From an optimization exercise on the open Yosys and OpenROAD flow, aimed at small area, a short achievable clock period and few clock cycles; shortcuts taken in it are not production practice.
In this exercise RTL edits were held to simulation tests only and were not proved equivalent to the original.
Power and IR drop assume default switching activity.

==> flow/design.v <==
module Program_Counter
( 
    clk, 
    rst_n, 
    in_address, 
    out_address
);
input clk, rst_n;
input [31:0] in_address;
output reg [31:0] out_address;
always @ (posedge clk or negedge rst_n)
begin
  if(!rst_n)
  out_address <= 32'd0;
  else
  out_address <= in_address;
end
endmodule
module Sign_Extension
( 
    bits16_in, 
    bits32_out 
);
input [15:0] bits16_in;
output wire [31:0] bits32_out;
assign bits32_out = {{16{bits16_in[15]}} , bits16_in[15:0]};
endmodule
module Shifter
(
    indata, 
    shift_amt, 
    shift_left,
    outdata
);
input [31:0] indata;
input [1:0] shift_amt;
input shift_left;
output wire [31:0] outdata;
assign outdata = shift_left ? indata<<shift_amt : indata>>shift_amt;
endmodule
module Adder
( 
    in1, 
    in2, 
    out
);
input [31:0] in1;
input [31:0] in2;
output wire [31:0] out;
assign out = in1 + in2;
endmodule
module Alu_Control
(
	opcode,
	func_field,
	alu_control
);
input [5:0] opcode;
input [5:0] func_field;
output reg [2:0] alu_control;
reg [2:0] func_code;
always @ (*)
begin
	case (func_field)
	6'h20: func_code = 3'h0;
	6'h22: func_code = 3'h1;
	6'h24: func_code = 3'h2;
	6'h25: func_code = 3'h3;
	6'h27: func_code = 3'h4;
	6'h2A: func_code = 3'h5;
	default: func_code = 3'h0;
	endcase
	case (opcode)
	6'h00: alu_control = func_code;
	6'h04: alu_control = 3'h1;
	6'h23: alu_control = 3'h0;
	6'h2B: alu_control = 3'h0;
	default: alu_control = 3'h0;
	endcase
end
endmodule
module Alu_Core
(
	A,
	BX,
	cin,
	op_and,
	op_or,
	op_nor,
	op_slt,
	result,
	all_p
);
input [31:0] A;
input [31:0] BX;
input cin;
input op_and;
input op_or;
input op_nor;
input op_slt;
output reg [31:0] result;
output wire all_p;
wire [31:0] p0 = A ^ BX;
wire [31:0] g0 = A & BX;
wire [31:0] g0c = g0 | {31'd0, p0[0] & cin};
wire [31:0] gl [0:5];
wire [31:0] pl [0:5];
assign gl[0] = g0c;
assign pl[0] = p0;
genvar l, i;
generate
  for (l = 0; l < 5; l = l + 1) begin : lvl
    for (i = 0; i < 32; i = i + 1) begin : bt
      if ((i >> l) & 1) begin : comb
        localparam integer J = ((i >> l) << l) - 1;
        assign gl[l+1][i] = gl[l][i] | (pl[l][i] & gl[l][J]);
        assign pl[l+1][i] = pl[l][i] & pl[l][J];
      end else begin : pass
        assign gl[l+1][i] = gl[l][i];
        assign pl[l+1][i] = pl[l][i];
      end
    end
  end
endgenerate
wire [31:0] carry = {gl[5][30:0], cin};
wire [31:0] sum = p0 ^ carry;
wire ltu = ~gl[5][31];
assign all_p = &p0;
always @ (*)
begin
	if (op_and)      result = g0;
	else if (op_or)  result = g0 | p0;
	else if (op_nor) result = ~(g0 | p0);
	else if (op_slt) result = {31'd0, ltu};
	else             result = sum;
end
endmodule
module Alu_Top
(
    A,
    BX,
    cin,
    op_and,
    op_or,
    op_nor,
    op_slt,
    result,
    all_p
);
input  [31:0] A;
input  [31:0] BX;
input  cin;
input  op_and;
input  op_or;
input  op_nor;
input  op_slt;
output [31:0] result;
output all_p;
Alu_Core alu_core_inst
(
    .A (A),
    .BX (BX),
    .cin (cin),
    .op_and (op_and),
    .op_or (op_or),
    .op_nor (op_nor),
    .op_slt (op_slt),
    .result (result),
    .all_p (all_p)
);
endmodule
module Register_File
(
    clk,
    read_sel1,
    read_sel2,
    write_sel,
    write_data,
    read_data1,
    read_data2
);
input clk;
input [31:0] read_sel1;
input [31:0] read_sel2;
input [31:0] write_sel;
input [31:0] write_data;
output reg [31:0] read_data1;
output reg [31:0] read_data2;
reg [31:0] reg_mem [0:31];
integer i;
always @ (*)
begin
  read_data1 = 32'd0;
  read_data2 = 32'd0;
  for (i = 0; i < 32; i = i + 1) begin
    read_data1 = read_data1 | (reg_mem[i] & {32{read_sel1[i]}});
    read_data2 = read_data2 | (reg_mem[i] & {32{read_sel2[i]}});
  end
end
always @ (posedge clk)
begin
  for (i = 0; i < 32; i = i + 1)
    if (write_sel[i])
      reg_mem[i] <= write_data;
end
endmodule
module Control_Logic
(
    instrn,
	instrn_opcode,
	address_plus_4,
	branch_address,
	ctrl_in_address,
	alu_result,
	zero_out,
	ctrl_write_en,
	ctrl_write_addr,
	read_data2,
	sign_ext_out,
	ctrl_aluin2,
	ctrl_datamem_write_en,
	datamem_read_data,
	ctrl_regwrite_data
);
input [31:0] instrn;	 
input [5:0] instrn_opcode;
input [31:0] address_plus_4;
input [31:0] branch_address;
input [31:0] datamem_read_data;
input [31:0] alu_result;
input zero_out;
input [31:0] read_data2;
input [31:0] sign_ext_out;
output wire [31:0] ctrl_in_address;
output wire ctrl_write_en;
output wire [4:0] ctrl_write_addr;
output wire [31:0] ctrl_aluin2;
output wire ctrl_datamem_write_en;
output wire [31:0] ctrl_regwrite_data;
assign ctrl_in_address = (instrn_opcode==6'h04 && zero_out) ? branch_address : address_plus_4;
assign ctrl_write_en = (instrn_opcode==6'h00) || (instrn_opcode==6'h23);
assign ctrl_write_addr = (instrn_opcode==6'h00) ? instrn[15:11] : instrn[20:16];
assign ctrl_regwrite_data = (instrn_opcode==6'h23) ? datamem_read_data : alu_result;
assign ctrl_aluin2 = (instrn_opcode==6'h23 || instrn_opcode==6'h2B) ? sign_ext_out : read_data2;
assign ctrl_datamem_write_en = (instrn_opcode==6'h2B); 
endmodule
module Processor_Top
(
    clk, rst_n,
    imem_addr, imem_rdata,
    dmem_addr, dmem_wdata, dmem_we, dmem_rdata
);
input clk;
input rst_n;
output [31:0] imem_addr;
input [31:0] imem_rdata;
output [31:0] dmem_addr;
output [31:0] dmem_wdata;
output dmem_we;
input [31:0] dmem_rdata;
reg  [9:0] pc;           
reg        ex_valid;
reg [31:0] ex_a;         
reg [31:0] ex_bx;        
reg [15:0] ex_imm;
reg  [4:0] ex_dest;
reg        ex_writes, ex_lw, ex_sw, ex_cond, ex_useimm;
reg        ex_sub, ex_and, ex_or, ex_nor, ex_slt;
reg        ex_fa, ex_fb;
reg  [9:0] ex_target;
reg [31:0] mem_res;
reg [31:0] mem_sd;
reg        mem_sw, mem_lw, mem_writes;
reg  [4:0] mem_dest;
wire [31:0] ins = imem_rdata;
wire [5:0] f_op = ins[31:26];
wire [4:0] f_rs = ins[25:21];
wire [4:0] f_rt = ins[20:16];
wire [4:0] f_rdf = ins[15:11];
wire [5:0] f_fn = ins[5:0];
wire f_is_r  = (f_op == 6'h00);
wire f_is_lw = (f_op == 6'h23);
wire f_is_sw = (f_op == 6'h2B);
wire f_is_beq = (f_op == 6'h04);
wire f_same = (f_rs == f_rt);
wire f_uncond = f_is_beq & f_same;
wire f_cond = f_is_beq & ~f_same;
wire f_writes = f_is_r | f_is_lw;
wire [4:0] f_dest = f_is_r ? f_rdf : f_rt;
wire f_use_rs = f_is_r | f_is_lw | f_is_sw | f_cond;
wire f_use_rt = f_is_r | f_is_sw | f_cond;
wire f_sub = (f_is_r & ((f_fn == 6'h22) | (f_fn == 6'h2A))) | f_cond;
wire f_and = f_is_r & (f_fn == 6'h24);
wire f_or  = f_is_r & (f_fn == 6'h25);
wire f_nor = f_is_r & (f_fn == 6'h27);
wire f_slt = f_is_r & (f_fn == 6'h2A);
wire [9:0] pc1 = pc + 10'd1;
wire [9:0] f_target = pc1 + ins[9:0];
wire [31:0] wb_data = mem_lw ? dmem_rdata : mem_res;
wire [31:0] wsel = {31'd0, mem_writes} << mem_dest;
wire [31:0] dec_a = 32'd1 << f_rs;
wire [31:0] dec_b = 32'd1 << f_rt;
wire byp_a = mem_writes & (mem_dest == f_rs);
wire byp_b = mem_writes & (mem_dest == f_rt);
wire [31:0] rf_a, rf_b;
Register_File regfile
(
    .clk (clk),
    .read_sel1 (dec_a & ~wsel),
    .read_sel2 (dec_b & ~wsel),
    .write_sel (wsel),
    .write_data (wb_data),
    .read_data1 (rf_a),
    .read_data2 (rf_b)
);
wire [31:0] f_a = rf_a | (wb_data & {32{byp_a}});
wire [31:0] f_b = rf_b | (wb_data & {32{byp_b}});
wire [31:0] x_a = ex_fa ? mem_res : ex_a;
wire [31:0] x_op2 = ex_useimm ? {{16{ex_imm[15]}}, ex_imm} :
                    ex_fb ? (mem_res ^ {32{ex_sub}}) : ex_bx;
wire [31:0] x_sd = ex_fb ? mem_res : ex_bx;
wire [31:0] x_res;
wire x_eq;
Alu_Top alu
(
    .A (x_a),
    .BX (x_op2),
    .cin (ex_sub),
    .op_and (ex_and),
    .op_or (ex_or),
    .op_nor (ex_nor),
    .op_slt (ex_slt),
    .result (x_res),
    .all_p (x_eq)
);
wire ex_taken = ex_valid & ex_cond & x_eq;
wire ex_live_w = ex_valid & ex_writes;
wire f_stall = ex_valid & ex_lw &
               ((f_use_rs & (ex_dest == f_rs)) | (f_use_rt & (ex_dest == f_rt)));
always @ (posedge clk or negedge rst_n)
begin
  if (!rst_n) begin
    pc <= 10'd0;
    ex_valid <= 1'b0;
    mem_sw <= 1'b0;
    mem_writes <= 1'b0;
  end else begin
    if (ex_taken)
      pc <= ex_target;
    else if (f_stall)
      pc <= pc;
    else if (f_uncond)
      pc <= f_target;
    else
      pc <= pc1;
    ex_valid <= ~ex_taken & ~f_stall & ~f_uncond;
    mem_sw <= ex_valid & ex_sw;
    mem_writes <= ex_live_w;
  end
end
always @ (posedge clk)
begin
  ex_a <= f_a;
  ex_bx <= f_b ^ {32{f_sub}};
  ex_imm <= ins[15:0];
  ex_dest <= f_dest;
  ex_writes <= f_writes;
  ex_lw <= f_is_lw;
  ex_sw <= f_is_sw;
  ex_cond <= f_cond;
  ex_useimm <= f_is_lw | f_is_sw;
  ex_sub <= f_sub;
  ex_and <= f_and;
  ex_or <= f_or;
  ex_nor <= f_nor;
  ex_slt <= f_slt;
  ex_fa <= ex_live_w & (ex_dest == f_rs);
  ex_fb <= ex_live_w & (ex_dest == f_rt);
  ex_target <= f_target;
  mem_res <= x_res;
  mem_sd <= x_sd;
  mem_lw <= ex_lw;
  mem_dest <= ex_dest;
end
assign imem_addr = {20'd0, pc, 2'b00};
assign dmem_addr = mem_res;
assign dmem_wdata = mem_sd;
assign dmem_we = mem_sw;
endmodule
==> flow/flow/run.sh <==
#!/bin/bash
# Standard layout, with repair_timing aiming for extra setup margin so that
# the layout is optimised for a shorter achieved period than the fixed clock.
set -euo pipefail
bash standard.sh SETUP_SLACK_MARGIN=7.0 finish > standard_make.log 2>&1
==> flow/standard.sh <==
#!/bin/bash
# synth_recipe.tcl (not shown) runs the flow's synth.tcl, then flattens the netlist and writes it again
# the make line also repeats each setting of config.mk as NAME=value (left out here)
make -C /OpenROAD-flow-scripts/flow DESIGN_CONFIG=/design/flow/config.mk WORK_HOME=/design/flow/orfs CLKGATE_MAP_FILE= SYNTH_SCRIPT=/design/flow/synth_recipe.tcl "${@:-finish}"
==> flow/config.mk <==
export PLATFORM = sky130hd
export DESIGN_NAME = Processor_Top
export DESIGN_NICKNAME = Processor_Top
export VERILOG_FILES = /design/flow/design.v
export SDC_FILE = /design/flow/constraint.sdc
export NUM_CORES = 4
export LEC_CHECK = 0
export CAP_MARGIN = 20
export CORE_MARGIN = 2
export CORE_UTILIZATION = 40
export SLEW_MARGIN = 20
==> flow/constraint.sdc <==
create_clock -name core_clock -period 11.0 [get_ports {clk}]
set_input_delay 2.2000 -clock core_clock [delete_from_list [all_inputs] [get_ports {clk}]]
set_output_delay 2.2000 -clock core_clock [all_outputs]
set_load 0.01 [all_outputs]
==> qor.txt, run 1 <==
run status -> complete, no violations
Clock Sinks -> 1,214
cell types occupying the most area after synthesis -> edfxtp_1 57%, a22oi_1 11%, dfxtp_1 6.5%
Register-to-Register Setup Slack -> 6.96 ns
total global routing track utilization -> 37.3%
async set or reset register ratio after synthesis -> 1.07%
Max-slew headroom -> 21.8%
per-cell via count in the routed design -> 7.41
Critical Setup Path Class -> in -> reg
Pre-Repair DR Iteration Count -> 11
layer with the highest usage -> met2
Synth-to-Final Area Change -> 17.4%
Gate Count Post-Synth -> 4,167
number of input and output port buffers inserted -> 140
setup repair after global routing missed its margin -> true
number of vias in the routed layout -> 46,309
dpl hpwl -> 145 mm
number of top-level design ports -> 163
clock tree root buffer cell -> clkbuf_16
cell-by-cell trace of the critical path -> clkbuf_4 > or3b_4 > buf_4 > a211oi_4 > buf_6 > a22oi_1 > nand2_1 > or4_1 > a2111oi_4 > xnor2_1
Post-Syn Area -> 54,400 µm²
number of storage elements in the synthesis netlist -> 1,214
CTS clk-pin slew, worst paths -> 0.06 ns
post-layout min period -> 4.06 ns
row count -> 135
width of the die -> 373 µm
Final Max Slew Viols -> 0
portion of synthesized cell area occupied by the leading cell type -> 56.5%
average cell area after synthesis -> 13.1 µm²
post-layout net count -> 4,507
post-synthesis cell type count -> 84
Startpoint Class -> primary input
transition time of the tightest slew-check pin -> 1.17 ns
most frequent cells in the layout -> 1,024 x edfxtp_1, 778 x a22oi_1, 379 x nand2_1
DIE HEIGHT -> 373 µm
post-detailed-placement cell area -> 58,500 µm²
Antenna Nets Post-Route -> 0
leftover overflow at the end of global routing -> 0
cell area after layout -> 63,800 µm²
initial detailed-routing violation count -> 11,231
total clock buffers created by CTS -> 118
arrival time reported for the critical path endpoint -> 4.67 ns
Required @ worst endpoint -> 11.61 ns
number of levels the H-tree was split into -> 3
cell leakage power -> 21.4 nW
Starting Density -> 40.2%
clock latency at the later pin of the worst-skew pair -> 0.73 ns
drt total wl -> 271 mm
power density over cell area -> 192 nW/µm²
worst min path class -> reg -> reg
GR Layer Usage met2 -> 53.2%
most common library cell in the layout ignoring fill and taps -> edfxtp_1
die area -> 139,000 µm²
primary flip-flop cell chosen by synthesis mapping -> edfxtp_1
critical path's slowest cell -> or4_1
fraction of final layout cells sized beyond drive strength 1 -> 15.9%
post-synth top area cell -> edfxtp_1
slowest stage delay, CP -> 0.46 ns
first-pass GRT wire length -> 358 mm
largest clock skew in the final design -> 0.0291 ns
kind of capture point of the worst setup path -> register
count of unresolved DRC violations after routing -> 0
Wirelength per Cell -> 43.3 µm
placer's final routability congestion estimate -> 0.963
maximum clock frequency -> 246 MHz
Std-Cell Core Area -> 135,000 µm²
final hold violations -> 0
pin count of the biggest net entering global routing -> 71
Finish-stage setup viols -> 0
count of flip-flops with a built-in enable after synthesis -> 1,024
setup TNS after final layout -> 0 ns
number of max-cap violations -> 0
crit-path max FO -> 29
IR drop worst, VDD -> 0.148 mV
met3 Use GR -> 16.8%
CTS tree -> built
count of synthesis-stage warnings from yosys -> 4
post-route fraction of the period consumed by the critical path -> 36.9%
Bufs on Longest Clock Path -> 3
Hold Buf Count CTS -> 0
vias in the first global route -> 42,310
part of the Yosys area used for sequential elements -> 63.7%
antenna violations before repair -> 17
global-route met1 utilization -> 45.0%
## synth_stat cells (74+ instances only)
library cell / n
a22o_1: 115
a221oi_1: 99
ha_1: 74
dfxtp_1: 177
inv_1: 102
buf_2: 91
nand4_1: 109
nand2_1: 387
nor2_1: 95
clkbuf_1: 132
o21ai_0: 108
a22oi_1: 782
edfxtp_1: 1024
xnor2_1: 81
## sequential cells by signal, indices dropped and copies added (netlist names), 5 cells and up
name	cells
regfile.reg_mem	1024
ex_a	32
ex_bx	32
mem_res	32
mem_sd	32
ex_imm	16
ex_target	10
pc	10
ex_dest	5
mem_dest	5
## metrics by stage
step / hold slack, ns / utilization [%] / std cells / worst slack [ns] / total power [mW]
after CTS: 0.356 / 46.8 / 6212 / 6.90 / 12.1
after floorplan: 0.331 / - / 4188 / 6.91 / 7.09
final: 0.357 / 47.2 / 6250 / 6.94 / 12.2
after global placement: 0.341 / 43.3 / 5940 / 5.12 / 8.03
after detailed placement: 0.357 / 43.3 / 5940 / 5.07 / 8.06
after global routing: 0.358 / 47.2 / 6242 / 6.95 / 12.5
## path summary, 6_finish.rpt
check                                     startpoint  cells after the start                end
worst max register to register  mem_writes$_DFF_PN0_                      9   ex_a[18]$_DFF_P_
max in group asynchronous                      rst_n                      1  pc[3]$_DFFE_PN0P_
worst max-delay path                  imem_rdata[20]                     10   ex_bx[2]$_DFF_P_
worst min-delay path                   ex_lw$_DFF_P_                      0     mem_lw$_DFF_P_
min in group asynchronous                      rst_n                      1  pc[8]$_DFFE_PN0P_
worst min register to register         ex_lw$_DFF_P_                      0     mem_lw$_DFF_P_
## cell families (layout without fill, tap and decap cells)
group           after synthesis  count (layout)  synth area share, %
compound gates             1358            1358                 19.0
xor+xnor                    115             115                 1.85
fa+ha+maj                    81              81                 1.96
buf+inv                     409             680                 3.35
flops                      1214            1214                 63.7
mux                         112             112                 2.22
other cells                   1              32              0.00690
simple gates                877             877                 7.93
## worst max-delay path, delay by kind of cell
kind,cells,cell delay (ns)
AND/OR/NAND/NOR,3,0.91
buffers and inverters,3,0.60
AO/OA/AOI/OAI,3,0.71
XOR/XNOR,1,0.11
## report_power, final
| part | leakage, nW | switching [mW] | internal [mW] |
|---|---|---|---|
| combinational | 8.65 | 1.40 | 0.668 |
| sequential | 10.8 | 0.317 | 5.75 |
| clock | 1.86 | 1.84 | 2.28 |
## layout make-up
class,instances,area (µm²)
inverter,102,385
timing repair buffer,359,3500
antenna,10,25.0
clock inverter,78,743
clock buffer,141,3110
tap,1781,2230
multi-input combinational,2565,19200
sequential,1214,34700
fill,11832,71300
## metal layers
metal	part of all wire, %	routed length (µm)	vias up
met5	0.084	228	-
met4	9.1	24700	24
met3	18	48100	1560
met2	40	109000	5263
met1	33	88400	22365
li1	-	-	17097
## timing repair
item | 4_1_cts | 5_1_grt
gates cloned | 4 | 2
setup buffers | 49 | 26
resized for setup | 178 | 83
setup endpoints to repair | 128 | 88
pin swaps | 20 | 12
Testbench counts, summed over its fixed seeds: cycles 29,352.
==> run 2: changes to the inputs <==
--- a/flow/design.v
+++ b/flow/design.v
@@ -259,6 +259,9 @@
 output dmem_we;
 input [31:0] dmem_rdata;
 reg  [9:0] pc;           
+reg        id_valid;
+reg [31:0] id_ir;
+reg  [9:0] id_pc1;       
 reg        ex_valid;
 reg [31:0] ex_a;         
 reg [31:0] ex_bx;        
@@ -272,49 +275,53 @@
 reg [31:0] mem_sd;
 reg        mem_sw, mem_lw, mem_writes;
 reg  [4:0] mem_dest;
+reg [31:0] w_data;
+reg        w_we;
+reg  [4:0] w_dest;
 wire [31:0] ins = imem_rdata;
-wire [5:0] f_op = ins[31:26];
-wire [4:0] f_rs = ins[25:21];
-wire [4:0] f_rt = ins[20:16];
-wire [4:0] f_rdf = ins[15:11];
-wire [5:0] f_fn = ins[5:0];
-wire f_is_r  = (f_op == 6'h00);
-wire f_is_lw = (f_op == 6'h23);
-wire f_is_sw = (f_op == 6'h2B);
-wire f_is_beq = (f_op == 6'h04);
-wire f_same = (f_rs == f_rt);
-wire f_uncond = f_is_beq & f_same;
-wire f_cond = f_is_beq & ~f_same;
-wire f_writes = f_is_r | f_is_lw;
-wire [4:0] f_dest = f_is_r ? f_rdf : f_rt;
-wire f_use_rs = f_is_r | f_is_lw | f_is_sw | f_cond;
-wire f_use_rt = f_is_r | f_is_sw | f_cond;
-wire f_sub = (f_is_r & ((f_fn == 6'h22) | (f_fn == 6'h2A))) | f_cond;
-wire f_and = f_is_r & (f_fn == 6'h24);
-wire f_or  = f_is_r & (f_fn == 6'h25);
-wire f_nor = f_is_r & (f_fn == 6'h27);
-wire f_slt = f_is_r & (f_fn == 6'h2A);
+wire f_uncond = (ins[31:26] == 6'h04) & (ins[25:21] == ins[20:16]);
 wire [9:0] pc1 = pc + 10'd1;
 wire [9:0] f_target = pc1 + ins[9:0];
-wire [31:0] wb_data = mem_lw ? dmem_rdata : mem_res;
-wire [31:0] wsel = {31'd0, mem_writes} << mem_dest;
-wire [31:0] dec_a = 32'd1 << f_rs;
-wire [31:0] dec_b = 32'd1 << f_rt;
-wire byp_a = mem_writes & (mem_dest == f_rs);
-wire byp_b = mem_writes & (mem_dest == f_rt);
+wire [5:0] d_op = id_ir[31:26];
+wire [4:0] d_rs = id_ir[25:21];
+wire [4:0] d_rt = id_ir[20:16];
+wire [4:0] d_rdf = id_ir[15:11];
+wire [5:0] d_fn = id_ir[5:0];
+wire d_is_r  = (d_op == 6'h00);
+wire d_is_lw = (d_op == 6'h23);
+wire d_is_sw = (d_op == 6'h2B);
+wire d_cond = (d_op == 6'h04) & (d_rs != d_rt);
+wire d_writes = d_is_r | d_is_lw;
+wire [4:0] d_dest = d_is_r ? d_rdf : d_rt;
+wire d_use_rs = d_is_r | d_is_lw | d_is_sw | d_cond;
+wire d_use_rt = d_is_r | d_is_sw | d_cond;
+wire d_sub = (d_is_r & ((d_fn == 6'h22) | (d_fn == 6'h2A))) | d_cond;
+wire d_and = d_is_r & (d_fn == 6'h24);
+wire d_or  = d_is_r & (d_fn == 6'h25);
+wire d_nor = d_is_r & (d_fn == 6'h27);
+wire d_slt = d_is_r & (d_fn == 6'h2A);
+wire [31:0] m_data = mem_lw ? dmem_rdata : mem_res;
+wire [31:0] msel = {31'd0, mem_writes} << mem_dest;
+wire [31:0] wsel = {31'd0, w_we} << w_dest;
+wire [31:0] dec_a = 32'd1 << d_rs;
+wire [31:0] dec_b = 32'd1 << d_rt;
+wire bm_a = mem_writes & (mem_dest == d_rs);
+wire bm_b = mem_writes & (mem_dest == d_rt);
+wire bw_a = w_we & (w_dest == d_rs) & ~bm_a;
+wire bw_b = w_we & (w_dest == d_rt) & ~bm_b;
 wire [31:0] rf_a, rf_b;
 Register_File regfile
 (
     .clk (clk),
-    .read_sel1 (dec_a & ~wsel),
-    .read_sel2 (dec_b & ~wsel),
+    .read_sel1 (dec_a & ~msel & ~wsel),
+    .read_sel2 (dec_b & ~msel & ~wsel),
     .write_sel (wsel),
-    .write_data (wb_data),
+    .write_data (w_data),
     .read_data1 (rf_a),
     .read_data2 (rf_b)
 );
-wire [31:0] f_a = rf_a | (wb_data & {32{byp_a}});
-wire [31:0] f_b = rf_b | (wb_data & {32{byp_b}});
+wire [31:0] d_a = rf_a | (m_data & {32{bm_a}}) | (w_data & {32{bw_a}});
+wire [31:0] d_b = rf_b | (m_data & {32{bm_b}}) | (w_data & {32{bw_b}});
 wire [31:0] x_a = ex_fa ? mem_res : ex_a;
 wire [31:0] x_op2 = ex_useimm ? {{16{ex_imm[15]}}, ex_imm} :
                     ex_fb ? (mem_res ^ {32{ex_sub}}) : ex_bx;
@@ -335,52 +342,60 @@
 );
 wire ex_taken = ex_valid & ex_cond & x_eq;
 wire ex_live_w = ex_valid & ex_writes;
-wire f_stall = ex_valid & ex_lw &
-               ((f_use_rs & (ex_dest == f_rs)) | (f_use_rt & (ex_dest == f_rt)));
+wire d_stall = id_valid & ex_valid & ex_lw &
+               ((d_use_rs & (ex_dest == d_rs)) | (d_use_rt & (ex_dest == d_rt)));
 always @ (posedge clk or negedge rst_n)
 begin
   if (!rst_n) begin
     pc <= 10'd0;
+    id_valid <= 1'b0;
     ex_valid <= 1'b0;
     mem_sw <= 1'b0;
     mem_writes <= 1'b0;
+    w_we <= 1'b0;
   end else begin
-    if (ex_taken)
+    if (ex_taken) begin
       pc <= ex_target;
-    else if (f_stall)
-      pc <= pc;
-    else if (f_uncond)
-      pc <= f_target;
-    else
-      pc <= pc1;
-    ex_valid <= ~ex_taken & ~f_stall & ~f_uncond;
+      id_valid <= 1'b0;
+    end else if (!d_stall) begin
+      pc <= f_uncond ? f_target : pc1;
+      id_valid <= ~f_uncond;
+    end
+    ex_valid <= id_valid & ~d_stall & ~ex_taken;
     mem_sw <= ex_valid & ex_sw;
     mem_writes <= ex_live_w;
+    w_we <= mem_writes;
   end
 end
 always @ (posedge clk)
 begin
-  ex_a <= f_a;
-  ex_bx <= f_b ^ {32{f_sub}};
-  ex_imm <= ins[15:0];
-  ex_dest <= f_dest;
-  ex_writes <= f_writes;
-  ex_lw <= f_is_lw;
-  ex_sw <= f_is_sw;
-  ex_cond <= f_cond;
-  ex_useimm <= f_is_lw | f_is_sw;
-  ex_sub <= f_sub;
-  ex_and <= f_and;
-  ex_or <= f_or;
-  ex_nor <= f_nor;
-  ex_slt <= f_slt;
-  ex_fa <= ex_live_w & (ex_dest == f_rs);
-  ex_fb <= ex_live_w & (ex_dest == f_rt);
-  ex_target <= f_target;
+  if (!d_stall) begin
+    id_ir <= ins;
+    id_pc1 <= pc1;
+  end
+  ex_a <= d_a;
+  ex_bx <= d_b ^ {32{d_sub}};
+  ex_imm <= id_ir[15:0];
+  ex_dest <= d_dest;
+  ex_writes <= d_writes;
+  ex_lw <= d_is_lw;
+  ex_sw <= d_is_sw;
+  ex_cond <= d_cond;
+  ex_useimm <= d_is_lw | d_is_sw;
+  ex_sub <= d_sub;
+  ex_and <= d_and;
+  ex_or <= d_or;
+  ex_nor <= d_nor;
+  ex_slt <= d_slt;
+  ex_fa <= ex_live_w & (ex_dest == d_rs);
+  ex_fb <= ex_live_w & (ex_dest == d_rt);
+  ex_target <= id_pc1 + id_ir[9:0];
   mem_res <= x_res;
   mem_sd <= x_sd;
   mem_lw <= ex_lw;
   mem_dest <= ex_dest;
+  w_data <= m_data;
+  w_dest <= mem_dest;
 end
 assign imem_addr = {20'd0, pc, 2'b00};
 assign dmem_addr = mem_res;
==> flow/flow/run.sh (replaced) <==
#!/bin/bash
# Standard layout (standard synthesis unchanged), with three changes to how
# the layout is made:
#  - repair_timing aims for 7.6 ns of extra setup margin, so the layout is
#    optimised for a shorter achieved period than the fixed clock;
#  - the port buffers are buf_2 cells instead of the default delay buffers;
#  - sizing may swap cells of different footprints.
set -euo pipefail
bash standard.sh SETUP_SLACK_MARGIN=7.6 \
  "BUFFER_PORTS_ARGS=-buffer_cell sky130_fd_sc_hd__buf_2" \
  MATCH_CELL_FOOTPRINT=0 finish > standard_make.log 2>&1
==> run 2 against run 1 <==
Still clean. Sequential share of layout area grew 0.65 points. Setup slack gained 0.46 ns. Sequential cell count grew 81. Clock power grew 15%. Cell count grew 2.7%. Routed wire length grew 1.8%. Via count grew 3.1%. Core utilization shrank 0.38 points.
==> qor.txt, run 2 <==
CTS tree -> built
per-cell via count in the routed design -> 7.44
Final Max Slew Viols -> 0
placer's final routability congestion estimate -> 0.948
setup TNS after final layout -> 0 ns
number of input and output port buffers inserted -> 140
power share of the sequential group -> 50.3%
Final Util -> 46.9%
post-synthesis cell type count -> 86
Finish-stage setup viols -> 0
layer with the highest usage -> met2
dpl hpwl -> 141 mm
met3 Use GR -> 17.3%
number of top-level design ports -> 163
post-layout min period -> 3.60 ns
number of vias in the routed layout -> 47,743
arrival time reported for the critical path endpoint -> 4.23 ns
Std-Cell Core Area -> 143,000 µm²
combinational family with the most area after synthesis -> compound AO/OA/AOI/OAI gates
Clock Sinks -> 1,295
net switching fraction of the power -> 28.8%
most numerous cell in the Yosys netlist -> edfxtp_1
number of levels the H-tree was split into -> 4
cell types occupying the most area after synthesis -> edfxtp_1 56%, dfxtp_1 7.5%, a22oi_1 6.5%
cell total after placement -> 6,031
most common library cell in the layout ignoring fill and taps -> edfxtp_1
DIE HEIGHT -> 383 µm
pre-CTS setup slack -> 6.35 ns
most frequent cells in the layout -> 1,066 x edfxtp_1, 501 x a22oi_1, 213 x a22o_1
global-route met1 utilization -> 42.2%
Starting Density -> 40.1%
final critical-path setup slack -> 7.40 ns
async set or reset register ratio after synthesis -> 1.16%
Startpoint Class -> register
share of power burned in combinational logic -> 15.0%
cell leakage power -> 22.5 nW
part of the Yosys area used for sequential elements -> 63.9%
antenna violations before repair -> 16
post-layout net count -> 4,544
cell internal pwr -> 9.71 mW
adder and majority cell fraction of the synthesized area -> 2.09%
IR drop worst, VDD -> 0.189 mV
Required @ worst endpoint -> 11.62 ns
Max-slew headroom -> 20.5%
largest reg by FF count -> regfile.reg_mem
first-pass GRT wire length -> 366 mm
Clock Power Share -> 34.7%
clock tree root buffer cell -> clkbuf_16
kind of capture point of the worst setup path -> register
leftover overflow at the end of global routing -> 0
average cell area after synthesis -> 13.7 µm²
Critical Setup Path Class -> reg -> reg
top cell types by occurrence after synthesis -> 1,066 x edfxtp_1, 501 x a22oi_1, 214 x dfxtp_1, 213 x a22o_1, 186 x a221oi_1
count of cells along the worst hold path -> 0
Bufs on Longest Clock Path -> 3
clock latency at the later pin of the worst-skew pair -> 0.80 ns
width of the die -> 383 µm
initial detailed-routing violation count -> 11,936
post-synthesis mux area share -> 2.17%
count of synthesis-stage warnings from yosys -> 4
primary flip-flop cell chosen by synthesis mapping -> edfxtp_1
portion of synthesized cell area occupied by the leading cell type -> 55.7%
final hold violations -> 0
cell area after layout -> 67,100 µm²
CTS clk-pin slew, worst paths -> 0.06 ns
GR Layer Usage met2 -> 52.0%
total global routing track utilization -> 36.3%
max reg flops -> 1,024
post-synth top area cell -> edfxtp_1
Post-Syn Area -> 57,400 µm²
worst min path class -> reg -> reg
count of flip-flops with a built-in enable after synthesis -> 1,066
transition time of the tightest slew-check pin -> 1.19 ns
row count -> 139
Final Non-Filler Cells -> 6,419
drt total wl -> 276 mm
Pre-Repair DR Iteration Count -> 12
Register-to-Register Setup Slack -> 7.40 ns
largest clock skew in the final design -> 0.0324 ns
pin count of the biggest net entering global routing -> 49
setup repair after global routing missed its margin -> true
Switching Power -> 3.93 mW
count of unresolved DRC violations after routing -> 0
Post-Synth Simple-Gate Area -> 7.73%
maximum clock frequency -> 278 MHz
Wirelength per Cell -> 43.0 µm
post-detailed-placement cell area -> 60,300 µm²
reg2reg path depth -> 10
run status -> complete, no violations
Gate Count Post-Synth -> 4,192
vias in the first global route -> 44,211
number of storage elements in the synthesis netlist -> 1,295
power density over cell area -> 203 nW/µm²
xor and xnor fraction of the mapped netlist area -> 2.27%
total clock buffers created by CTS -> 132
post-route fraction of the period consumed by the critical path -> 32.8%
fraction of the mapped netlist area in compound gates -> 18.2%
fraction of final layout cells sized beyond drive strength 1 -> 21.2%
Synth-to-Final Area Change -> 16.8%
number of max-cap violations -> 0
Antenna Nets Post-Route -> 0
die area -> 147,000 µm²
crit-path max FO -> 23
[run 2: changes by cell type after synthesis, sizes merged, moves of 22 or more]
cell,before,now
a211oi,48,15
a2111oi,27,5
a221oi,99,203
nand4,109,141
nand3,66,101
and3,10,35
edfxtp,1024,1066
nand2,387,159
clkbuf,134,162
a22oi,783,502
a222oi,9,125
a22o,115,213
dfxtp,177,214
[run 2: through the flow]
step | power [mW] | hold WS [ns]
finish | 13.6 | 0.347
global route | 13.9 | 0.338
CTS | 13.4 | 0.344
detailed placement | 8.44 | 0.355
global placement | 8.42 | 0.344
floorplan | 7.58 | 0.323
[run 2: path summary, 6_finish.rpt]
kind / startpoint / end
worst min-delay path: ex_lw$_DFF_P_ / mem_lw$_DFF_P_
worst max register to register: w_we$_DFF_PN0_ / ex_bx[31]$_DFF_P_
max in group asynchronous: rst_n / w_we$_DFF_PN0_
worst max-delay path: w_we$_DFF_PN0_ / ex_bx[31]$_DFF_P_
min in group asynchronous: rst_n / pc[2]$_DFFE_PN0P_
worst min register to register: ex_lw$_DFF_P_ / mem_lw$_DFF_P_
[run 2: routing by layer]
metal | vias up | wire length, µm | part of all wire [%]
met5 | - | 389 | 0.14
met2 | 5538 | 113000 | 41
met4 | 30 | 26000 | 9.4
met3 | 1708 | 48700 | 18
li1 | 17526 | - | -
met1 | 22941 | 87900 | 32
[run 2: power by group through the flow]
stage,clock network [mW],logic (mW),registers (mW)
after global routing,4.91,2.15,6.89
after floorplan,0,0.885,6.69
after global placement,0,1.49,6.93
after detailed placement,0,1.50,6.94
final,4.74,2.04,6.86
after CTS,4.71,1.87,6.81
[run 2: logic make-up (layout without fill, tap and decap cells)]
kind of cell	count (synthesis)	count (layout)
fa+ha+maj	91	91
buf+inv	452	737
other cells	1	39
flops	1295	1295
simple gates	771	772
mux	117	117
compound gates	1316	1316
xor+xnor	149	149
[run 2: cell type report]
class	instances	area, µm²
tap	1903	2380
inverter	101	379
sequential	1295	36900
fill	12392	76100
clock inverter	73	873
clock buffer	173	3650
timing repair buffer	390	3210
antenna	17	42.5
multi-input combinational	2467	19700
[run 2: critical path, cell delays in order, from the launching register on]
cell      delay, ns
dfrtp_4        0.55
buf_2          0.20
and4bb_1       0.24
a22oi_1        0.26
nor3b_4        0.67
buf_6          0.53
a22oi_1        0.16
and4_1         0.24
nand4_1        0.11
nor3_2         0.07
xnor2_1        0.39
[run 2: what timing repair did]
action	4_1_cts	5_1_grt
pin swaps	15	31
hold buffers	0	0
buffers inserted	84	39
endpoints found under the setup margin	182	121
resized for setup	232	82
gates cloned	1	1
Testbench counts of run 2, summed over its fixed seeds: cycles 30,108.
==> run 3: changes to the inputs <==
--- a/flow/config.mk
+++ b/flow/config.mk
@@ -8,4 +8,6 @@
 export CAP_MARGIN = 20
 export CORE_MARGIN = 2
 export CORE_UTILIZATION = 40
+export CTS_CLUSTER_DIAMETER = 60
+export CTS_CLUSTER_SIZE = 20
 export SLEW_MARGIN = 20
==> run 3 against run 2 <==
Sequential cell count is the same. Still clean. Count of clock-buffer cells in the layout shrank 60. Clock power shrank about 20%. Cell count shrank 1.1%. Routed wire length shrank 0.19%. Setup slack gained 0.075 ns. Critical endpoint unchanged. Sequential share of layout area grew 1.1 points. Core utilization shrank 0.87 points.
==> qor.txt, run 3 <==
run status -> complete, no violations
number of top-level design ports -> 163
final hold violations -> 0
Wirelength per Cell -> 43.4 µm
slowest stage delay, CP -> 0.76 ns
portion of synthesized cell area occupied by the leading cell type -> 55.7%
post-synth top area cell -> edfxtp_1
category of cells accounting for the largest share of critical-path delay -> simple AND/OR/NAND/NOR gates
Finish-stage setup viols -> 0
per-cell via count in the routed design -> 7.45
pin count of the biggest net entering global routing -> 49
total global routing track utilization -> 36.1%
antenna violations before repair -> 16
CTS clk-pin slew, worst paths -> 0.08 ns
vias in the first global route -> 43,814
row count -> 139
worst min path class -> reg -> reg
transition time of the tightest slew-check pin -> 1.20 ns
count of synthesis-stage warnings from yosys -> 4
number of max-cap violations -> 0
crit-path max FO -> 33
fraction of final layout cells sized beyond drive strength 1 -> 20.9%
library cell appearing most often on the critical path -> buf_4
die area -> 147,000 µm²
count of flip-flops with a built-in enable after synthesis -> 1,066
clock tree root buffer cell -> clkbuf_16
sum of buffers and inverters on the critical path -> 2
Std-Cell Core Area -> 143,000 µm²
kind of capture point of the worst setup path -> register
most frequent cells in the layout -> 1,066 x edfxtp_1, 499 x a22oi_1, 213 x a22o_1
Synth-to-Final Area Change -> 14.6%
number of input and output port buffers inserted -> 140
async set or reset register ratio after synthesis -> 1.16%
post-layout total power -> 12.7 mW
number of storage elements in the synthesis netlist -> 1,295
setup TNS after final layout -> 0 ns
CTS tree -> built
part of the Yosys area used for sequential elements -> 63.9%
Required @ worst endpoint -> 11.61 ns
max reg flops -> 1,024
Antenna Nets Post-Route -> 0
count of unresolved DRC violations after routing -> 0
most common library cell in the layout ignoring fill and taps -> edfxtp_1
primary flip-flop cell chosen by synthesis mapping -> edfxtp_1
total clock buffers created by CTS -> 96
maximum clock frequency -> 283 MHz
DIE HEIGHT -> 383 µm
Gate Count Post-Synth -> 4,192
placer's final routability congestion estimate -> 0.948
largest clock skew in the final design -> 0.0676 ns
critical path's slowest cell -> buf_4
dpl hpwl -> 141 mm
first-pass GRT wire length -> 365 mm
post-layout min period -> 3.53 ns
setup repair after global routing missed its margin -> true
Critical Setup Path Class -> reg -> reg
Final Max Slew Viols -> 0
most numerous cell in the Yosys netlist -> edfxtp_1
Final Non-Filler Cells -> 6,350
cell leakage power -> 21.9 nW
post-route fraction of the period consumed by the critical path -> 32.1%
Startpoint Class -> register
power density over cell area -> 193 nW/µm²
average cell area after synthesis -> 13.7 µm²
Pre-Repair DR Iteration Count -> 13
drt total wl -> 275 mm
cell total after placement -> 6,031
Post-Syn Area -> 57,400 µm²
Clock Sinks -> 1,295
top cell types by occurrence after synthesis -> 1,066 x edfxtp_1, 501 x a22oi_1, 214 x dfxtp_1, 213 x a22o_1, 186 x a221oi_1
largest reg by FF count -> regfile.reg_mem
post-synthesis cell type count -> 86
cell types occupying the most area after synthesis -> edfxtp_1 56%, dfxtp_1 7.5%, a22oi_1 6.5%
arrival time reported for the critical path endpoint -> 4.14 ns
clock latency at the later pin of the worst-skew pair -> 0.79 ns
IR drop worst, VDD -> 0.191 mV
Max-slew headroom -> 19.8%
initial detailed-routing violation count -> 12,327
width of the die -> 383 µm
Bufs on Longest Clock Path -> 3
number of vias in the routed layout -> 47,323
leftover overflow at the end of global routing -> 0
post-layout net count -> 4,511
number of levels the H-tree was split into -> 3
Starting Density -> 40.1%
cell-by-cell trace of the critical path -> buf_4 > or3b_2 > nor3b_4 > buf_4 > a22oi_1 > and4_1 > nand4_1 > nor3_2 > xnor2_1
[run 3: cell types whose count changed in the layout (fill, tap and decap cells not counted), sizes merged]
cell,delta
clkbuf,-59
inv,+22
clkinv,-19
bufinv,-10
diode,-7
buf,+2
clkinvlp,+2
[run 3: timing repair]
item	4_1_cts	5_1_grt
cloned	2	1
gates resized for setup	225	100
hold buffers	0	0
endpoints found under the setup margin	168	120
pin swaps	19	44
buffers inserted	82	43
[run 3: path summary, 6_finish.rpt]
path	endpoint	depth (start not counted)	from	slack (ns)
max	ex_bx[31]$_DFF_P_	9	id_ir[17]$_DFFE_PN_	7.47
min reg2reg	mem_lw$_DFF_P_	0	ex_lw$_DFF_P_	0.36
max in group asynchronous	w_we$_DFF_PN0_	1	rst_n	9.23
max reg2reg	ex_bx[31]$_DFF_P_	9	id_ir[17]$_DFFE_PN_	7.47
min	mem_lw$_DFF_P_	0	ex_lw$_DFF_P_	0.36
min in group asynchronous	pc[5]$_DFFE_PN0P_	1	rst_n	1.41
[run 3: cell families after synthesis]
group | after synthesis | synth area share, %
mux | 117 | 2.17
fa+ha+maj | 91 | 2.09
flops | 1295 | 63.9
xor+xnor | 149 | 2.27
simple gates | 771 | 7.73
other cells | 1 | 0.00653
compound gates | 1316 | 18.2
buf+inv | 452 | 3.73
[run 3: area by class of cell]
| cell class | instances | area [µm²] |
|---|---|---|
| Clock buffer | 113 | 2510 |
| Tap cell | 1903 | 2380 |
| Sequential cell | 1295 | 36900 |
| Fill cell | 12528 | 77300 |
| Antenna cell | 10 | 25.0 |
| Timing Repair Buffer | 393 | 3220 |
| Multi-Input combinational cell | 2467 | 19700 |
| Inverter | 101 | 379 |
| Clock inverter | 68 | 767 |
[run 3: stage by stage]
stage	cell area, µm²	utilization [%]	hold WS [ns]	setup WS [ns]
2_1_floorplan	57600	-	0.323	6.87
3_3_place_gp	60300	42.1	0.344	6.38
3_5_place_dp	60300	42.1	0.355	6.35
4_1_cts	65100	45.5	0.365	7.45
5_1_grt	65800	46.0	0.362	7.42
6_report	65800	46.0	0.364	7.47
[run 3: power by group]
group	switching (mW)	leakage, nW	total, mW	internal [mW]
Combinational	1.20	8.73	2.04	0.837
Clock	1.99	1.58	3.79	1.80
Sequential	0.677	11.6	6.85	6.18
Total	3.87	21.9	12.7	8.81
[run 3: per-layer routing]
layer	GRT usage (%)	part of all wire (%)	wire (µm)
met4	26.0	9.5	26200
met1	41.7	32	87000
met2	52.2	41	113000
met3	17.2	18	48900
met5	1.49	0.22	596
==> run 4: changes to the inputs <==
--- a/flow/config.mk
+++ b/flow/config.mk
@@ -8,6 +8,6 @@
 export CAP_MARGIN = 20
 export CORE_MARGIN = 2
 export CORE_UTILIZATION = 40
-export CTS_CLUSTER_DIAMETER = 60
-export CTS_CLUSTER_SIZE = 20
+export CTS_CLUSTER_DIAMETER = 70
+export CTS_CLUSTER_SIZE = 24
 export SLEW_MARGIN = 20
==> run 4 against run 3 <==
Setup slack lost 0.023 ns. Synthesized cell count is the same. Core utilization shrank 0.63 points. Fmax shrank 0.64%.
==> qor.txt, run 4 <==
pre-CTS setup slack -> 6.35 ns
most numerous cell in the Yosys netlist -> edfxtp_1
Synth-to-Final Area Change -> 13.0%
arrival time reported for the critical path endpoint -> 4.15 ns
count of flip-flops with a built-in enable after synthesis -> 1,066
CTS tree -> built
worst r2r dst -> ex_bx[31]$_DFF_P_
cell-by-cell trace of the critical path -> clkbuf_4 > and4bb_1 > a22oi_1 > nor3b_4 > buf_8 > a22o_1 > a221oi_1 > nand4_1 > nor3_2 > xnor2_1
count of synthesis-stage warnings from yosys -> 4
most frequent cells in the layout -> 1,066 x edfxtp_1, 500 x a22oi_1, 213 x a22o_1
start point of the worst min-delay path -> ex_lw$_DFF_P_
width of the die -> 383 µm
clock latency at the later pin of the worst-skew pair -> 0.75 ns
average cell area after synthesis -> 13.7 µm²
number of vias in the routed layout -> 47,002
count of unresolved DRC violations after routing -> 0
Critical path origin -> w_we$_DFF_PN0_
IR drop worst, VDD -> 0.162 mV
Antenna Nets Post-Route -> 0
max reg flops -> 1,024
Final Util -> 45.4%
top cell types by occurrence after synthesis -> 1,066 x edfxtp_1, 501 x a22oi_1, 214 x dfxtp_1, 213 x a22o_1, 186 x a221oi_1
final critical-path setup slack -> 7.45 ns
maximum clock frequency -> 282 MHz
post-synth top area cell -> edfxtp_1
critical path's slowest cell -> nor3b_4
cell leakage power -> 21.5 nW
xor and xnor fraction of the mapped netlist area -> 2.27%
launch point of the worst reg-to-reg path -> w_we$_DFF_PN0_
transition time of the tightest slew-check pin -> 1.21 ns
row count -> 139
placer's final routability congestion estimate -> 0.948
total global routing track utilization -> 36.1%
Register-to-Register Setup Slack -> 7.45 ns
Bufs on Longest Clock Path -> 3
leftover overflow at the end of global routing -> 0
cell types occupying the most area after synthesis -> edfxtp_1 56%, dfxtp_1 7.5%, a22oi_1 6.5%
final hold violations -> 0
Post-Syn Area -> 57,400 µm²
run status -> complete, no violations
setup repair after global routing missed its margin -> true
Post-Synth Simple-Gate Area -> 7.73%
Wirelength per Cell -> 43.6 µm
Final Max Slew Viols -> 0
antenna violations before repair -> 12
async set or reset register ratio after synthesis -> 1.16%
Max-slew headroom -> 19.5%
vias in the first global route -> 43,637
adder and majority cell fraction of the synthesized area -> 2.09%
die area -> 147,000 µm²
slowest stage delay, CP -> 0.69 ns
kind of capture point of the worst setup path -> register
post-synthesis mux area share -> 2.17%
largest clock skew in the final design -> 0.0520 ns
Starting Density -> 40.1%
most common library cell in the layout ignoring fill and taps -> edfxtp_1
clock tree root buffer cell -> clkbuf_16
CTS clk-pin slew, worst paths -> 0.10 ns
Std-Cell Core Area -> 143,000 µm²
largest reg by FF count -> regfile.reg_mem
hold slack final -> 0.365 ns
Critical Setup Path Class -> reg -> reg
drt total wl -> 275 mm
number of max-cap violations -> 0
number of storage elements in the synthesis netlist -> 1,295
part of the Yosys area used for sequential elements -> 63.9%
reg2reg path depth -> 10
first-pass GRT wire length -> 365 mm
Startpoint Class -> register
worst min path class -> reg -> reg
post-detailed-placement cell area -> 60,300 µm²
fraction of final layout cells sized beyond drive strength 1 -> 19.4%
portion of synthesized cell area occupied by the leading cell type -> 55.7%
cell area after layout -> 64,900 µm²
dpl hpwl -> 141 mm
number of levels the H-tree was split into -> 3
Finish-stage setup viols -> 0
crit-path max FO -> 28
post-route fraction of the period consumed by the critical path -> 32.3%
end of the critical path -> ex_bx[31]$_DFF_P_
total clock buffers created by CTS -> 74
number of top-level design ports -> 163
combinational family with the most area after synthesis -> compound AO/OA/AOI/OAI gates
power density over cell area -> 185 nW/µm²
post-synthesis cell type count -> 86
pin count of the biggest net entering global routing -> 49
Pre-Repair DR Iteration Count -> 13
number of input and output port buffers inserted -> 140
Required @ worst endpoint -> 11.60 ns
post-layout net count -> 4,488
DIE HEIGHT -> 383 µm
post-layout min period -> 3.55 ns
Clock Sinks -> 1,295
initial detailed-routing violation count -> 12,552
primary flip-flop cell chosen by synthesis mapping -> edfxtp_1
fraction of the mapped netlist area in compound gates -> 18.2%
per-cell via count in the routed design -> 7.46
setup TNS after final layout -> 0 ns
Gate Count Post-Synth -> 4,192
-- run 4: cell count changes in the layout (fill, tap and decap cells not counted), moves of 6 or more --
cell        change
clkbuf_16      -21
clkbuf_1       +18
inv_6          -10
clkinv_2        -8
dfxtp_1         +8
dfxtp_2         -8
clkinvlp_4      -7
inv_8           -6
-- run 4: kinds of logic (layout without fill, tap and decap cells) --
group | after synthesis | in the layout
other | 1 | 29
multiplexers | 117 | 117
flip-flops | 1295 | 1295
XOR/XNOR | 149 | 149
buffers and inverters | 452 | 630
AND/OR/NAND/NOR | 771 | 772
AO/OA/AOI/OAI | 1316 | 1316
adder cells (fa/ha/maj) | 91 | 91
-- run 4: layout make-up --
type	count	area, µm²
Fill cell	12614	78200
Sequential cell	1295	36900
Multi-Input combinational cell	2467	19700
Timing Repair Buffer	392	3210
Tap cell	1903	2380
Clock buffer	108	2020
Clock inverter	29	393
Inverter	101	379
Antenna cell	7	17.5
-- run 4: per-stage QoR --
stage / power, mW / instances
final: 12.0 / 6302
after global routing: 12.3 / 6296
after CTS: 11.8 / 6251
after detailed placement: 8.44 / 6031
after global placement: 8.42 / 6030
after floorplan: 7.58 / 4213
-- run 4: worst min-delay path by stage --
stage | slack (ns) | endpoint | depth (start not counted)
after global routing | 0.37 | mem_lw$_DFF_P_ | 0
after CTS | 0.37 | mem_lw$_DFF_P_ | 0
after floorplan | 0.32 | ex_imm[10]$_DFF_P_ | 0
after detailed placement | 0.36 | mem_lw$_DFF_P_ | 0
after global placement | 0.34 | mem_lw$_DFF_P_ | 0
final | 0.37 | mem_lw$_DFF_P_ | 0
-- run 4: worst max-delay path: cells and delay by family, from the launching register on --
kind / cells / cell delay (ns)
XOR/XNOR: 1 / 0.37
flip-flops: 1 / 0.56
AND/OR/NAND/NOR: 4 / 1.18
AO/OA/AOI/OAI: 3 / 0.55
buffers and inverters: 2 / 0.70
-- run 4: what timing repair did --
item	CTS	global route
hold buffers	0	0
setup endpoints to repair	158	95
gates resized for setup	216	97
cloned	2	1
setup buffers	81	43
pin swaps	22	30
-- run 4: report_power, final --
part | internal (mW) | switching (mW) | total (mW)
clock | 1.36 | 1.81 | 3.17
sequential | 6.17 | 0.671 | 6.85
combinational | 0.820 | 1.20 | 2.02
total | 8.36 | 3.68 | 12.0
-- run 4: layer usage --
layer,up-vias,GRT usage (%),part of all wire [%]
li1,17359,-,-
met1,22465,41.9,31
met2,5473,52.2,41
met3,1684,17.0,18
met4,21,25.8,9.6
met5,-,1.12,0.11
==> run 5: changes to the inputs <==
--- a/flow/config.mk
+++ b/flow/config.mk
@@ -8,6 +8,6 @@
 export CAP_MARGIN = 20
 export CORE_MARGIN = 2
 export CORE_UTILIZATION = 40
-export CTS_CLUSTER_DIAMETER = 70
-export CTS_CLUSTER_SIZE = 24
+export CTS_CLUSTER_DIAMETER = 75
+export CTS_CLUSTER_SIZE = 27
 export SLEW_MARGIN = 20
==> run 5 against run 4 <==
Clock power is 14% lower. Synthesized cell count stayed put. Synthesized area stayed put. Clock skew is 0.0010 ns higher. Sequential power hardly changed. Highest routed layer unchanged.
==> qor.txt, run 5 <==
number of input and output port buffers inserted -> 140
antenna violations before repair -> 15
power share of the sequential group -> 59.0%
async set or reset register ratio after synthesis -> 1.16%
Register-to-Register Setup Slack -> 7.47 ns
post-layout min period -> 3.53 ns
Antenna Nets Post-Route -> 0
Starting Density -> 40.1%
number of max-cap violations -> 0
post-detailed-placement cell area -> 60,300 µm²
setup repair after global routing missed its margin -> true
crit-path max FO -> 25
power density over cell area -> 180 nW/µm²
Critical path origin -> mem_dest[4]$_DFF_P_
drt total wl -> 274 mm
xor and xnor fraction of the mapped netlist area -> 2.27%
IR drop worst, VDD -> 0.229 mV
Pre-Repair DR Iteration Count -> 14
Finish-stage setup viols -> 0
post-synthesis cell type count -> 86
cell-by-cell trace of the critical path -> nor2b_1 > a22oi_1 > and3_2 > buf_4 > a222oi_1 > nand3_1 > nor4_1 > nand2_1
total global routing track utilization -> 35.9%
pin count of the biggest net entering global routing -> 49
Std-Cell Core Area -> 143,000 µm²
Gate Count Post-Synth -> 4,192
number of storage elements in the synthesis netlist -> 1,295
Max-slew headroom -> 19.2%
Synth-to-Final Area Change -> 12.1%
count of cells along the worst hold path -> 0
FILL cells -> 12,649
run status -> complete, no violations
number of levels the H-tree was split into -> 2
max reg flops -> 1,024
count of synthesis-stage warnings from yosys -> 4
adder and majority cell fraction of the synthesized area -> 2.09%
cell area after layout -> 64,400 µm²
post-route fraction of the period consumed by the critical path -> 32.1%
fraction of the mapped netlist area in compound gates -> 18.2%
share of power burned in combinational logic -> 17.4%
start point of the worst min-delay path -> ex_lw$_DFF_P_
CTS tree -> built
Post-Syn Area -> 57,400 µm²
width of the die -> 383 µm
post-synthesis mux area share -> 2.17%
Switching Power -> 3.52 mW
portion of synthesized cell area occupied by the leading cell type -> 55.7%
die area -> 147,000 µm²
post-layout net count -> 4,476
largest clock skew in the final design -> 0.0530 ns
first-pass GRT wire length -> 363 mm
cell types occupying the most area after synthesis -> edfxtp_1 56%, dfxtp_1 7.5%, a22oi_1 6.5%
number of top-level design ports -> 163
category of cells accounting for the largest share of critical-path delay -> simple AND/OR/NAND/NOR gates
DIE HEIGHT -> 383 µm
Bufs on Longest Clock Path -> 3
cell internal pwr -> 8.09 mW
initial detailed-routing violation count -> 11,918
Startpoint Class -> register
most common library cell in the layout ignoring fill and taps -> edfxtp_1
transition time of the tightest slew-check pin -> 1.21 ns
cell total after placement -> 6,031
total clock buffers created by CTS -> 58
combinational family with the most area after synthesis -> compound AO/OA/AOI/OAI gates
maximum clock frequency -> 283 MHz
most frequent cells in the layout -> 1,066 x edfxtp_1, 500 x a22oi_1, 213 x a22o_1
clock latency at the later pin of the worst-skew pair -> 0.77 ns
clock tree root buffer cell -> clkbuf_16
per-cell via count in the routed design -> 7.41
setup TNS after final layout -> 0 ns
dpl hpwl -> 141 mm
count of flip-flops with a built-in enable after synthesis -> 1,066
post-layout total power -> 11.6 mW
part of the Yosys area used for sequential elements -> 63.9%
vias in the first global route -> 43,359
worst r2r dst -> ex_a[2]$_DFF_P_
reg2reg path depth -> 8
Wirelength per Cell -> 43.7 µm
post-synth top area cell -> edfxtp_1
slowest stage delay, CP -> 0.56 ns
arrival time reported for the critical path endpoint -> 4.06 ns
net switching fraction of the power -> 30.3%
launch point of the worst reg-to-reg path -> mem_dest[4]$_DFF_P_
Final Util -> 45.0%
worst min path class -> reg -> reg
Critical Setup Path Class -> reg -> reg
top cell types by occurrence after synthesis -> 1,066 x edfxtp_1, 501 x a22oi_1, 214 x dfxtp_1, 213 x a22o_1, 186 x a221oi_1
cell leakage power -> 21.3 nW
row count -> 139
placer's final routability congestion estimate -> 0.948
number of vias in the routed layout -> 46,510
Worst Hold Endpoint -> mem_lw$_DFF_P_
critical path's slowest cell -> dfxtp_2
leftover overflow at the end of global routing -> 0
Final Non-Filler Cells -> 6,274
largest reg by FF count -> regfile.reg_mem
average cell area after synthesis -> 13.7 µm²
Final Max Slew Viols -> 0
Required @ worst endpoint -> 11.54 ns
Clock Sinks -> 1,295
count of unresolved DRC violations after routing -> 0
kind of capture point of the worst setup path -> register
fraction of final layout cells sized beyond drive strength 1 -> 19.0%
primary flip-flop cell chosen by synthesis mapping -> edfxtp_1
final hold violations -> 0
CTS clk-pin slew, worst paths -> 0.10 ns
Post-Synth Simple-Gate Area -> 7.73%
Clock Power Share -> 23.6%
most numerous cell in the Yosys netlist -> edfxtp_1
sum of buffers and inverters on the critical path -> 1
[run 5: final cells by class]
cell class	count	area, µm²	share of cell area (%)
sequential	1295	36900	57.3
multi-input combinational	2467	19600	30.5
timing repair buffer	396	3270	5.08
tap	1903	2380	3.70
clock buffer	96	1670	2.59
inverter	101	379	0.589
clock inverter	13	181	0.282
antenna	3	7.51	0.0117
[run 5: worst max path at each step]
stage | cells past startpoint | slack (ns) | end
4_1_cts | 1 | 7.46 | imem_addr[7]
6_report | 8 | 7.47 | ex_a[2]$_DFF_P_
5_1_grt | 11 | 7.41 | pc[8]$_DFFE_PN0P_
2_1_floorplan | 10 | 6.87 | pc[8]$_DFFE_PN0P_
3_3_place_gp | 11 | 6.38 | mem_res[26]$_DFF_P_
3_5_place_dp | 12 | 6.35 | mem_res[17]$_DFF_P_
[run 5: power groups by stage]
stage / clock network [mW] / logic (mW) / registers, mW
CTS: 2.71 / 1.87 / 6.80
global placement: 0 / 1.49 / 6.93
floorplan: 0 / 0.885 / 6.69
global route: 2.88 / 2.14 / 6.88
finish: 2.74 / 2.02 / 6.85
detailed placement: 0 / 1.50 / 6.94
[run 5: stage by stage]
step           worst slack, ns  hold slack, ns
2_1_floorplan             6.87           0.323
3_3_place_gp              6.38           0.344
3_5_place_dp              6.35           0.355
4_1_cts                   7.46           0.373
5_1_grt                   7.41           0.374
6_report                  7.47           0.368
[run 5: layer usage]
| metal | wire length [µm] | global-route usage, % | part of all wire [%] | up-vias |
|---|---|---|---|---|
| li1 | - | - | - | 17299 |
| met4 | 26100 | 25.3 | 9.5 | 38 |
| met3 | 49100 | 17.3 | 18 | 1595 |
| met5 | 554 | 1.19 | 0.20 | - |
| met1 | 85900 | 41.4 | 31 | 22420 |
| met2 | 112000 | 52.1 | 41 | 5158 |
[run 5: cell families after synthesis]
group / Yosys count
compound gates: 1316
flops: 1295
simple gates: 771
buf+inv: 452
xor+xnor: 149
mux: 117
fa+ha+maj: 91
other cells: 1
[run 5: repair_timing]
item,in CTS,in global routing
setup buffers,83,45
setup endpoints to repair,169,111
pin swaps,20,33
gates cloned,2,1
gates resized for setup,228,93
hold buffers,0,0
==> run 6: changes to the inputs <==
==> flow/flow/run.sh (replaced) <==
#!/bin/bash
# Standard layout (standard synthesis unchanged), with three changes to how
# the layout is made:
#  - repair_timing aims for 7.4 ns of extra setup margin, so the layout is
#    optimised for a shorter achieved period than the fixed clock;
#  - the port buffers are buf_2 cells instead of the default delay buffers;
#  - sizing may swap cells of different footprints.
set -euo pipefail
bash standard.sh SETUP_SLACK_MARGIN=7.4 \
  "BUFFER_PORTS_ARGS=-buffer_cell sky130_fd_sc_hd__buf_2" \
  MATCH_CELL_FOOTPRINT=0 finish > standard_make.log 2>&1
--- a/flow/config.mk
+++ b/flow/config.mk
@@ -8,6 +8,6 @@
 export CAP_MARGIN = 20
 export CORE_MARGIN = 2
 export CORE_UTILIZATION = 40
-export CTS_CLUSTER_DIAMETER = 75
-export CTS_CLUSTER_SIZE = 27
+export CTS_CLUSTER_DIAMETER = 70
+export CTS_CLUSTER_SIZE = 24
 export SLEW_MARGIN = 20
==> run 6 against run 5 <==
Cell count decreased by 0.61%. Largest power group unchanged. Register-to-register slack got worse by 0.22 ns. Via count increased by 1.2%. Critical endpoint is now ex_bx[3]$_DFF_P_. Critical path depth increased by 2. Still clean on timing, DRC and antenna. Combinational power decreased by 15%. First-iteration DRC count increased by 3.5%. Synthesized cell count unchanged. Fmax decreased by 5.8%. Worst hold slack got worse by 0.020 ns. Die area unchanged. Sequential power decreased by 0.6%. Count of clock-buffer cells in the layout increased by 6.
==> qor.txt, run 6 <==
vias in the first global route -> 43,399
clock tree root buffer cell -> clkbuf_16
primary flip-flop cell chosen by synthesis mapping -> edfxtp_1
drt total wl -> 273 mm
portion of synthesized cell area occupied by the leading cell type -> 55.7%
crit-path max FO -> 31
number of levels the H-tree was split into -> 3
run status -> complete, no violations
total global routing track utilization -> 35.5%
Met3 Routed Length -> 48.7 mm
Register-to-Register Setup Slack -> 7.26 ns
FILL cells -> 12,795
width of the die -> 383 µm
post-synthesis cell type count -> 86
dpl hpwl -> 138 mm
highest metal layer used by the detailed router -> met5
initial detailed-routing violation count -> 12,335
slowest stage delay, CP -> 0.84 ns
Max-slew headroom -> 11.0%
top cell types by occurrence after synthesis -> 1,066 x edfxtp_1, 501 x a22oi_1, 214 x dfxtp_1, 213 x a22o_1, 186 x a221oi_1
post-layout min period -> 3.74 ns
Clock Sinks -> 1,295
max reg flops -> 1,024
number of vias in the routed layout -> 47,057
maximum clock frequency -> 267 MHz
cell types occupying the most area after synthesis -> edfxtp_1 56%, dfxtp_1 7.5%, a22oi_1 6.5%
cell leakage power -> 20.9 nW
largest reg by FF count -> regfile.reg_mem
wire length on met1 -> 85.1 mm
Required @ worst endpoint -> 11.55 ns
launch point of the worst reg-to-reg path -> w_we$_DFF_PN0_
cell-by-cell trace of the critical path -> clkbuf_4 > nor4b_4 > a22oi_1 > nor3b_4 > buf_4 > a22o_1 > a221oi_2 > nand4_1 > nor3_2 > xnor2_1
post-layout total power -> 11.7 mW
Critical path origin -> w_we$_DFF_PN0_
Bufs on Longest Clock Path -> 3
post-route fraction of the period consumed by the critical path -> 34.0%
Starting Density -> 40.1%
fraction of final layout cells sized beyond drive strength 1 -> 17.1%
Gate Count Post-Synth -> 4,192
die area -> 147,000 µm²
row count -> 139
final hold violations -> 0
worst min path class -> reg -> reg
pin count of the biggest net entering global routing -> 48
kind of capture point of the worst setup path -> register
count of flip-flops with a built-in enable after synthesis -> 1,066
post-layout net count -> 4,423
Antenna Nets Post-Route -> 0
start point of the worst min-delay path -> ex_lw$_DFF_P_
setup TNS after final layout -> 0 ns
number of top-level design ports -> 163
total clock buffers created by CTS -> 73
Final Max Slew Viols -> 0
routed length on met2 -> 111 mm
arrival time reported for the critical path endpoint -> 4.29 ns
Post-Syn Area -> 57,400 µm²
leftover overflow at the end of global routing -> 0
CTS tree -> built
transition time of the tightest slew-check pin -> 1.34 ns
part of the Yosys area used for sequential elements -> 63.9%
number of input and output port buffers inserted -> 140
largest clock skew in the final design -> 0.0463 ns
number of max-cap violations -> 0
category of cells accounting for the largest share of critical-path delay -> buffers and inverters
per-cell via count in the routed design -> 7.55
count of synthesis-stage warnings from yosys -> 4
most common library cell in the layout ignoring fill and taps -> edfxtp_1
post-synth top area cell -> edfxtp_1
IR drop worst, VDD -> 0.174 mV
Startpoint Class -> register
DIE HEIGHT -> 383 µm
number of storage elements in the synthesis netlist -> 1,295
async set or reset register ratio after synthesis -> 1.16%
hold slack final -> 0.348 ns
critical path's slowest cell -> buf_4
average cell area after synthesis -> 13.7 µm²
antenna violations before repair -> 11
Finish-stage setup viols -> 0
power density over cell area -> 183 nW/µm²
most frequent cells in the layout -> 1,066 x edfxtp_1, 500 x a22oi_1, 213 x a22o_1
Wirelength per Cell -> 43.8 µm
Critical Setup Path Class -> reg -> reg
clock latency at the later pin of the worst-skew pair -> 0.74 ns
first-pass GRT wire length -> 360 mm
final critical-path setup slack -> 7.26 ns
sum of buffers and inverters on the critical path -> 2
pre-CTS setup slack -> 6.22 ns
placer's final routability congestion estimate -> 0.958
Pre-Repair DR Iteration Count -> 14
most numerous cell in the Yosys netlist -> edfxtp_1
Std-Cell Core Area -> 143,000 µm²
setup repair after global routing missed its margin -> true
Final Util -> 44.4%
Synth-to-Final Area Change -> 10.7%
CTS clk-pin slew, worst paths -> 0.10 ns
Hold Buf Count CTS -> 0
count of unresolved DRC violations after routing -> 0
run 6: cell count changes in the layout (fill, tap and decap cells not counted), moves of 15 or more:
cell	delta
buf_2	+54
buf_4	-50
buf_6	-67
clkbuf_16	+15
dfxtp_1	+26
dfxtp_4	-33
o21ai_0	+16
run 6: area by class of cell:
cell class | instances | area (µm²) | share of cell area, %
Clock buffer | 102 | 2000 | 3.14
Tap cell | 1903 | 2380 | 3.75
Timing Repair Buffer | 327 | 2300 | 3.62
Antenna cell | 12 | 30.0 | 0.0472
Multi-Input combinational cell | 2468 | 19400 | 30.5
Inverter | 101 | 379 | 0.596
Clock inverter | 28 | 352 | 0.553
Sequential cell | 1295 | 36700 | 57.8
run 6: kinds of logic (layout without fill, tap and decap cells):
kind of cell / after synthesis / after routing / share of synthesized area (%)
flip-flops: 1295 / 1295 / 63.9
adder cells (fa/ha/maj): 91 / 91 / 2.09
XOR/XNOR: 149 / 149 / 2.27
buffers and inverters: 452 / 558 / 3.73
multiplexers: 117 / 117 / 2.17
other: 1 / 34 / 0.00653
AND/OR/NAND/NOR: 771 / 772 / 7.73
AO/OA/AOI/OAI: 1316 / 1317 / 18.2
run 6: report_power, final:
part	internal [mW]	switching (mW)	total (mW)
Combinational	0.621	1.09	1.71
Clock	1.36	1.77	3.13
Sequential	6.14	0.667	6.81
run 6: through the flow:
step	instances	instance area, µm²
2_1_floorplan	4213	57500
5_1_grt	6224	63500
4_1_cts	6165	62900
6_report	6236	63600
3_3_place_gp	6027	60200
3_5_place_dp	6027	60200
run 6: repair_timing:
item                       in CTS  in global routing
resized for setup              83                 64
gates cloned                    2                  3
setup buffers                   6                 56
pin swaps                       4                 20
setup endpoints to repair     110                 52
run 6: path summary, 6_finish.rpt:
check                                    end  cells past startpoint
max                         ex_bx[3]$_DFF_P_                     10
max in group asynchronous  pc[0]$_DFFE_PN0P_                      1
min reg2reg                   mem_lw$_DFF_P_                      0
max reg2reg                 ex_bx[3]$_DFF_P_                     10
min                           mem_lw$_DFF_P_                      0
min in group asynchronous     w_we$_DFF_PN0_                      1
run 6: layer usage:
| metal | vias up | GRT usage (%) |
|---|---|---|
| met5 | - | 0.595 |
| met4 | 16 | 26.1 |
| met3 | 1788 | 16.5 |
| met2 | 5506 | 51.4 |
| met1 | 22515 | 41.1 |
| li1 | 17232 | - |

[what the ideal ports hide]
The results above use ideal ports. As a check the final layouts listed here were re-extracted and re-timed, cells and wires unchanged. Step 1, drivers: a clkbuf_16 drives clk and a buf_2 each remaining input, both assumed. Step 2 also shifts input and output timing later by t, the mid clock arrival at the registers, as if the neighbouring blocks saw the same clock. Three values: ideal ports, drivers, drivers and shift; two values: the first two.
run | t, ns | slack for setup (ns) | hold slack, ns | worst data-port slew with drivers (ns)
run 1 | 0.789 | 6.940 / 6.916 / 6.127 | 0.357 / 0.357 / 0.357 | 0.14
run 2 | 0.861 | 7.397 / 7.368 / 6.739 | 0.347 / 0.347 / 0.347 | 0.05
run 3 | 0.828 | 7.472 / 7.414 / 6.751 | 0.364 / 0.364 / 0.364 | 0.05
run 4 | 0.807 | 7.450 / 7.431 / 6.710 | 0.365 / 0.365 / 0.365 | 0.05
run 5 | 0.825 | 7.472 / 7.392 / 6.755 | 0.368 / 0.368 / 0.368 | 0.05
run 6 | 0.787 | 7.256 / 7.256 / 6.671 | 0.348 / 0.348 / 0.348 | 0.05
After both steps setup and hold are still met in every run listed. For run 1, which loses most, drivers alone change the setup slack by -0.024 ns; drivers and shift together by -0.813 ns.
